Context: an optimization exercise on an open-source flow, tuned for small area, a short achievable clock period and few clock cycles per item. The choices shown serve that exercise and are no tape-out recipe. Where RTL was checked, it was by simulation tests only, not by an equivalence proof against the original. No activity file was given, so power comes from the tool's default toggle rates.

== lagoon ==
## mul_unit
module mul_unit
(
    input  logic                  clk,
    input  logic                  rst,
    input  logic                  start,
    input  logic [1:0]            mul_type,
    input  logic [31:0]           a,
    input  logic [31:0]           b,
    input  logic [4:0]            arch_reg,
    input  logic [5:0]   phys_reg,
    input  logic [2:0]  rob,
    input  logic                  cdb_mul_ack,
    input  logic                  branch,
    output logic                  cdb_valid,
    output logic [2:0]  cdb_rob,
    output logic [4:0]            cdb_arch_reg,
    output logic [5:0]   cdb_phys_reg,
    output logic [31:0]           cdb_data,
    output logic [31:0]           cdb_ps1_rdata,
    output logic [31:0]           cdb_ps2_rdata,
    output logic                  done
);
For scale: about 1400 cells after synthesis, ~200 I/O pins, ~0.016 mm2 of cells after synthesis.
Settings: LEC_CHECK=0, CAP_MARGIN=20, CORE_MARGIN=2, CORE_UTILIZATION=50, SETUP_SLACK_MARGIN=1.1, SLEW_MARGIN=20, SYNTH_HIERARCHICAL=1, SYNTH_MINIMUM_KEEP_SIZE=0; clock period 5.0 ns.
standard.sh (not shown) runs the stock make flow with config.mk's settings and CLKGATE_MAP_FILE= SYNTH_SCRIPT=/design/flow/synth_recipe.tcl, a recipe that flattens the netlist after the stock synthesis.
==> flow/flow/run.sh <==
#!/bin/bash
# The standard ORFS layout (standard.sh) with two changes:
#  - the port buffers are sky130_fd_sc_hd__buf_1 instead of the cell
#    buffer_ports picks by itself (a slow delay cell);
#  - after the standard synthesis every combinational cell is set to its
#    drive-1 variant; floorplan/placement repair sizes up what timing needs.
set -euo pipefail
export BUFFER_PORTS_ARGS="-buffer_cell sky130_fd_sc_hd__buf_1"
RES=orfs/results/${FLOW_PLATFORM}/mul_unit/base
bash standard.sh synth > synth.log 2>&1
DS_ODB=$RES/1_synth.odb openroad -no_init -exit flow/downsize.tcl > downsize.log 2>&1
touch $RES/1_synth.sdc
bash standard.sh > standard.log 2>&1
==> flow/flow/downsize.tcl <==
# Set every combinational cell of the synthesized netlist to its drive-1
# variant; the resizer's repair steps size up what timing needs.
set odb_file $::env(DS_ODB)
read_db $odb_file
set db [ord::get_db]
set n 0
foreach inst [[ord::get_db_block] getInsts] {
  set m [[$inst getMaster] getName]
  if {[regexp {^(sky130_fd_sc_hd__[a-z0-9]+)_([0-9]+)$} $m -> base drive]} {
    if {$drive <= 1} continue
    if {[regexp {df|dl|sdf|edf|clk|conb|buf} $base]} continue
    set new [$db findMaster ${base}_1]
    if {$new == "NULL" || $new == ""} continue
    $inst swapMaster $new
    incr n
  }
}
puts "downsized $n cells"
write_db $odb_file
Testbench counts of lagoon, summed over its fixed seeds: cycles 7,208, ops 2,400.
> inputs changed (lagoon -> quartz)
--- a/flow/design.v
+++ b/flow/design.v
@@ -1057,14 +1057,15 @@
     logic x1936;
     logic x1939;
     logic x1942;
     logic x1945;
     logic x1948;
     logic x1951;
     logic x1954;
+    logic x1957;
     assign pp0 = (bo_q[0] & a_q[0]) ^ b_q[1];
     mul_bsel u3 (.one(bo_q[0]), .two(bt_q[0]), .neg(b_q[1]), .a0(a_q[1]), .a1(a_q[0]), .pp(pp2));
     mul_bsel u6 (.one(bo_q[0]), .two(bt_q[0]), .neg(b_q[1]), .a0(a_q[2]), .a1(a_q[1]), .pp(pp5));
     mul_bsel u9 (.one(bo_q[0]), .two(bt_q[0]), .neg(b_q[1]), .a0(a_q[3]), .a1(a_q[2]), .pp(pp8));
     mul_bsel u12 (.one(bo_q[0]), .two(bt_q[0]), .neg(b_q[1]), .a0(a_q[4]), .a1(a_q[3]), .pp(pp11));
     mul_bsel u15 (.one(bo_q[0]), .two(bt_q[0]), .neg(b_q[1]), .a0(a_q[5]), .a1(a_q[4]), .pp(pp14));
     mul_bsel u18 (.one(bo_q[0]), .two(bt_q[0]), .neg(b_q[1]), .a0(a_q[6]), .a1(a_q[5]), .pp(pp17));
@@ -1568,23 +1569,24 @@
     mul_x2 u1937 (.a(x1930), .b(c1840), .s(x1936));
     mul_x2 u1940 (.a(c1845), .b(c1850), .s(x1939));
     mul_x2 u1943 (.a(x1933), .b(x1936), .s(x1942));
     mul_x2 u1946 (.a(x1939), .b(x1942), .s(x1945));
     mul_x2 u1949 (.a(c1855), .b(c1860), .s(x1948));
     mul_x2 u1952 (.a(x1945), .b(x1948), .s(x1951));
     mul_x2 u1955 (.a(c1865), .b(x1951), .s(x1954));
+    mul_x2 u1958 (.a(c1870), .b(x1954), .s(x1957));
     logic [30:0] cs0_q;
     logic [30:0] cs1_q;
     logic [30:20] cs2_q;
-    logic [2:0] top_q;
+    logic [1:0] top_q;
     always_ff @(posedge clk) begin
         cs0_q <= {c1805, c1745, c1680, s1674, s1614, s1554, s1499, s1444, s1394, s1344, c1255, s1254, c1170, c1130, c1090, c1055, c1020, s1014, c960, c935, c910, s904, c870, s864, s849, s834, s824, c815, pp96, pp2, b_q[1]};
         cs1_q <= {c1810, s1804, s1739, c1620, c1560, c1505, c1450, c1400, c1350, s1349, s1304, s1259, s1214, s1169, s1129, s1089, s1054, s1019, s989, s959, s934, s909, s889, s869, s854, s839, s829, s819, s814, 1'b0, pp0};
         cs2_q <= {s1874, s1809, s1744, s1679, s1619, s1559, s1504, s1449, s1399, c1305, c1260};
-        top_q <= {c1875, x1954, c1870};
+        top_q <= {c1875, x1957};
     end
     logic [31:0] prod;
     logic [30:0] pg_g, pg_p, ad_x, ad_y;
     logic [31:20] o3_c;
     assign o3_c[20] = 1'b0;
     for (genvar i = 20; i < 31; i++) begin : g_o3
         mul_fa u (.a(cs0_q[i]), .b(cs1_q[i]), .ci(cs2_q[i]), .s(ad_x[i]), .co(o3_c[i+1]));
@@ -1862,20 +1864,18 @@
     mul_x2 u_sum24 (.a(pg_p[24]), .b(sk4_g23), .s(prod[24]));
     mul_x2 u_sum25 (.a(pg_p[25]), .b(sk4_g24), .s(prod[25]));
     mul_x2 u_sum26 (.a(pg_p[26]), .b(sk4_g25), .s(prod[26]));
     mul_x2 u_sum27 (.a(pg_p[27]), .b(sk4_g26), .s(prod[27]));
     mul_x2 u_sum28 (.a(pg_p[28]), .b(sk4_g27), .s(prod[28]));
     mul_x2 u_sum29 (.a(pg_p[29]), .b(sk4_g28), .s(prod[29]));
     mul_x2 u_sum30 (.a(pg_p[30]), .b(sk4_g29), .s(prod[30]));
-    logic p31_2;
-    mul_x2 u_p31_2 (.a(top_q[0]), .b(top_q[1]), .s(p31_2));
     logic p31_1;
-    mul_x2 u_p31_1 (.a(top_q[2]), .b(o3_c[31]), .s(p31_1));
+    mul_x2 u_p31_1 (.a(top_q[0]), .b(top_q[1]), .s(p31_1));
     logic p31_0;
-    mul_x2 u_p31_0 (.a(p31_2), .b(p31_1), .s(p31_0));
+    mul_x2 u_p31_0 (.a(o3_c[31]), .b(p31_1), .s(p31_0));
     mul_x2 u_sum31 (.a(p31_0), .b(sk4_g30), .s(prod[31]));
     logic g, gd;
     assign g  = deliver;
     assign gd = deliver & ~zero_q;
     logic [31:0] data_g, ps1_g, ps2_g;
     logic [13:0] tag_g, tag_q;
     assign tag_q = {rob_q, arch_q, phys_q};
- Ratio of final minimum period to clock period ends up lower on lagoon.
- Looking at post-detailed-placement half-perimeter wirelength, quartz sits below lagoon.
- On quartz: total placed cells including tap cells is about 0.35% lower than what lagoon gave.
- Global-route usage across lagoon and quartz: no real change.
- The higher number of logic stages on the critical path including buffering of lagoon and quartz is in lagoon.
- Taking lagoon as the reference point, the combinational group share of total power of quartz rises by 0.6 points.
- The post-synthesis cell count of lagoon and that of quartz are within noise of each other.
- quartz against lagoon; design area is up by a few percent.
- Compared with lagoon, quartz is the more power-hungry design.
- Summary of quartz over lagoon: cell area after placement has decreased, count of clock tree sinks saw a decrease, non-clock buffer area fraction after layout rose by 1.8 points.
- Comparing layout buffer count excluding clock buffers for lagoon and quartz, the bigger number came from quartz.
- Going from lagoon to quartz, total wirelength of the detailed-routed design shrank slightly.
The RTL of quartz was laid out without a check of its function.

Setup of v6:
Another version of the RTL of mul_unit (not shown whole).
Size: ~1400 cells after synthesis, roughly 0.016 sq mm of cells after synthesis.
==> flow/config.mk <==
export PLATFORM = sky130hd
export DESIGN_NAME = mul_unit
export DESIGN_NICKNAME = mul_unit
export VERILOG_FILES = /design/flow/design.v
export SDC_FILE = /design/flow/constraint.sdc
export NUM_CORES = 4
export LEC_CHECK = 0
export CAP_MARGIN = 20
export CORE_MARGIN = 2
export CORE_UTILIZATION = 40
export SETUP_SLACK_MARGIN = 0.8
export SLEW_MARGIN = 20
export SYNTH_HIERARCHICAL = 1
export SYNTH_MINIMUM_KEEP_SIZE = 0
==> flow/constraint.sdc <==
create_clock -name core_clock -period 5.0 [get_ports {clk}]
set_input_delay 1.0000 -clock core_clock [delete_from_list [all_inputs] [get_ports {clk}]]
set_output_delay 1.0000 -clock core_clock [all_outputs]
set_load 0.01 [all_outputs]
==> flow/flow/run.sh <==
#!/bin/bash
# The standard ORFS layout (standard.sh) with two changes:
#  - the port buffers are sky130_fd_sc_hd__buf_2 instead of the cell
#    buffer_ports picks by itself (a slow delay cell);
#  - after the standard synthesis every combinational cell is set to its
#    drive-1 variant; floorplan/placement repair sizes up what timing needs.
set -euo pipefail
export BUFFER_PORTS_ARGS="-buffer_cell sky130_fd_sc_hd__buf_2"
RES=orfs/results/${FLOW_PLATFORM}/mul_unit/base
bash standard.sh synth > synth.log 2>&1
DS_ODB=$RES/1_synth.odb openroad -no_init -exit flow/downsize.tcl > downsize.log 2>&1
touch $RES/1_synth.sdc
bash standard.sh > standard.log 2>&1
Scripts as last shown in full above: flow/flow/downsize.tcl
Testbench counts of v6, summed over its fixed seeds: cycles 7,208, ops 2,400.
What v7 does differently from v6 at the input level:
--- a/flow/design.v
+++ b/flow/design.v
@@ -265,15 +265,14 @@
     output rv32i_types::cdb_t mul_cdb_output,
     output logic done
 );
     logic busy;       
     logic rdy;        
     logic zero_q;     
     logic [31:0] a_q, b_q;
-    logic [15:0] bodd_q;
     logic [rv32i_types::ROB_WIDTH-1:0] rob_q;
     logic [4:0] arch_q;
     logic [rv32i_types::PR_WIDTH-1:0] phys_q;
     logic deliver;
     assign deliver = rdy & cdb_mul_ack;
     always_ff @(posedge clk) begin
         if (rst || branch) begin
@@ -283,15 +282,15 @@
             busy <= busy ? ~deliver : start;
             rdy  <= busy & ~deliver;
         end
     end
     always_ff @(posedge clk) begin
         if (!busy) begin
             a_q    <= a[31:0];
-            for (int i = 0; i < 16; i++) bodd_q[i] <= b[2*i+1];
+            b_q    <= b[31:0];
             rob_q  <= rob;
             arch_q <= arch_reg;
             phys_q <= phys_reg;
             zero_q <= (mul_type == 2'b01);
         end
     end
     logic [15:0] bo_q, bt_q;
@@ -301,20 +300,14 @@
         if (!busy) begin
             for (int i = 0; i < 16; i++) begin
                 bo_q[i] <= bx[2*i+1] ^ bx[2*i];
                 bt_q[i] <= (bx[2*i+2] & ~bx[2*i+1] & ~bx[2*i]) | (~bx[2*i+2] & bx[2*i+1] & bx[2*i]);
             end
         end
     end
-    always_comb begin
-        for (int i = 0; i < 16; i++) begin
-            b_q[2*i+1] = bodd_q[i];
-            b_q[2*i]   = bo_q[i] ^ ((i == 0) ? 1'b0 : bodd_q[i-1]);
-        end
-    end
     logic pp0;
     logic pp3;
     logic pp6;
     logic pp9;
     logic pp12;
     logic pp15;
     logic pp18;
Notes after the runs:
v6 has a higher part of the total power dissipated in the clock network than v7.
sky130_fd_sc_hd__fa_1 as the master of the slowest instance on the critical path was reported by v7, and sky130_fd_sc_hd__edfxtp_1 by v6.
Row endpoint arrival time on the critical path: v7 lower / v6 higher
Cmp v7 vs v6: total wirelength of the detailed-routed design lower in v7
Post-detailed-placement cell area | v7 above v6
Count of antenna diodes in the layout in v7 vs v6: up 1
v6 → v7: met3 wirelength from detailed routing +about 30%; final critical-path share of the clock period now sits lower.
Compared with v6, in v7 via count now larger; critical path depth now larger.
Function not checked in v7: the RTL went through the layout flow alone.

Another version of the RTL of mul_unit (not shown whole).
Size in the first run: ~200 I/O pins, about 16000 µm² of cells after synthesis.
clock: 5.0 ns
lec_check: 0
cap_margin: 20
core_margin: 2
core_utilization: 60
setup_slack_margin: 0.9
slew_margin: 20
synth_hierarchical: 1
synth_minimum_keep_size: 0
==> flow/flow/run.sh <==
#!/bin/bash
# The standard ORFS layout (standard.sh) with two changes:
#  - the port buffers are sky130_fd_sc_hd__buf_1 instead of the cell
#    buffer_ports picks by itself (a slow delay cell);
#  - after the standard synthesis every combinational cell is set to its
#    drive-1 variant; floorplan/placement repair sizes up what timing needs.
set -euo pipefail
export BUFFER_PORTS_ARGS="-buffer_cell sky130_fd_sc_hd__buf_1"
RES=orfs/results/${FLOW_PLATFORM}/mul_unit/base
bash standard.sh synth > synth.log 2>&1
DS_ODB=$RES/1_synth.odb openroad -no_init -exit flow/downsize.tcl > downsize.log 2>&1
touch $RES/1_synth.sdc
bash standard.sh > standard.log 2>&1
Scripts as last shown in full above: flow/flow/downsize.tcl
Then changed:
--- a/flow/design.v
+++ b/flow/design.v
@@ -1857,25 +1857,31 @@
     mul_x2 u_sum19 (.a(pg_p[19]), .b(sk4_g18), .s(prod[19]));
     mul_x2 u_sum20 (.a(pg_p[20]), .b(sk4_g19), .s(prod[20]));
     mul_x2 u_sum21 (.a(pg_p[21]), .b(sk4_g20), .s(prod[21]));
     mul_x2 u_sum22 (.a(pg_p[22]), .b(sk4_g21), .s(prod[22]));
     mul_x2 u_sum23 (.a(pg_p[23]), .b(sk4_g22), .s(prod[23]));
     mul_x2 u_sum24 (.a(pg_p[24]), .b(sk4_g23), .s(prod[24]));
     mul_x2 u_sum25 (.a(pg_p[25]), .b(sk4_g24), .s(prod[25]));
     mul_x2 u_sum26 (.a(pg_p[26]), .b(sk4_g25), .s(prod[26]));
     mul_x2 u_sum27 (.a(pg_p[27]), .b(sk4_g26), .s(prod[27]));
     mul_x2 u_sum28 (.a(pg_p[28]), .b(sk4_g27), .s(prod[28]));
     mul_x2 u_sum29 (.a(pg_p[29]), .b(sk4_g28), .s(prod[29]));
     mul_x2 u_sum30 (.a(pg_p[30]), .b(sk4_g29), .s(prod[30]));
-    assign prod[31] = sk4_g30 ^ (^top_q) ^ o3_c[31];
+    logic p31_2;
+    mul_x2 u_p31_2 (.a(top_q[0]), .b(top_q[1]), .s(p31_2));
+    logic p31_1;
+    mul_x2 u_p31_1 (.a(top_q[2]), .b(o3_c[31]), .s(p31_1));
+    logic p31_0;
+    mul_x2 u_p31_0 (.a(p31_2), .b(p31_1), .s(p31_0));
+    mul_x2 u_sum31 (.a(p31_0), .b(sk4_g30), .s(prod[31]));
     logic g, gd;
     assign g  = deliver;
     assign gd = deliver & ~zero_q;
     logic [31:0] data_g, ps1_g, ps2_g;
     logic [13:0] tag_g, tag_q;
     assign tag_q = {rob_q, arch_q, phys_q};
     for (genvar i = 0; i < 32; i++) begin : g_gate
         mul_and2 u_d (.a(gd), .b(prod[i]), .y(data_g[i]));
         mul_and2 u_1 (.a(g), .b(a_q[i]), .y(ps1_g[i]));
         mul_and2 u_2 (.a(g), .b(b_q[i]), .y(ps2_g[i]));
     end
     for (genvar i = 0; i < 14; i++) begin : g_tgate
- The new run completed without violations
- worst setup slack gains 0.18 ns
- synthesized cell count is unchanged
- global-route usage went down by 1.4 points
- design area went down by 0.86%
- total power went down by 1.6%
- cell count went down by 0.65%
- core utilization went down by 0.62 points
- clock-buffer cell count stays the same
- via count went down by 2.3%
- non-clock buffer count went down by 13
Testbench counts after the change, summed over its fixed seeds: cycles 7,208, ops 2,400.
The RTL of the first run of this note was laid out without a check of its function.

==> port drivers added, routing unchanged <==
Ports are ideal in the flow. The routed layouts listed here were re-timed in OpenROAD.
Step 1: set_driving_cell puts a clkbuf_16 on clk and a buf_2 on each other input, an assumption about the parent block.
Step 2, shift: input delay + t, output delay - t, t = (earliest + latest rising clock arrival at the registers) / 2. This alone moves slack from input paths to output paths.
a / b / c = ideal / step 1 / step 2; a / b = the first two.
run | t (ns) | setup WS [ns] | worst hold slack (ns) | worst slew at a driven data input, ns | cell pins on the clock port's net
lagoon | 0.490 | 1.103 / 1.052 / 1.192 | 0.571 / 0.571 / 0.571 | 0.08 | 1
quartz | 0.499 | 1.093 / 1.039 / 1.194 | 0.569 / 0.569 / 0.569 | 0.05 | 1
v6 | 0.506 | 0.853 / 0.853 / 0.853 | 0.572 / 0.572 / 0.572 | 0.06 | 1
v7 | 0.512 | 0.893 / 0.876 / 0.893 | 0.564 / 0.564 / 0.564 | 0.08 | 1
the first run of note 3 | 0.500 | 0.771 / 0.719 / 1.070 | 0.579 / 0.579 / 0.579 | 0.06 | 1
the second run of note 3 | 0.490 | 0.950 / 0.944 / 0.950 | 0.559 / 0.559 / 0.559 | 0.06 | 1
After both steps every run listed still meets setup and hold.
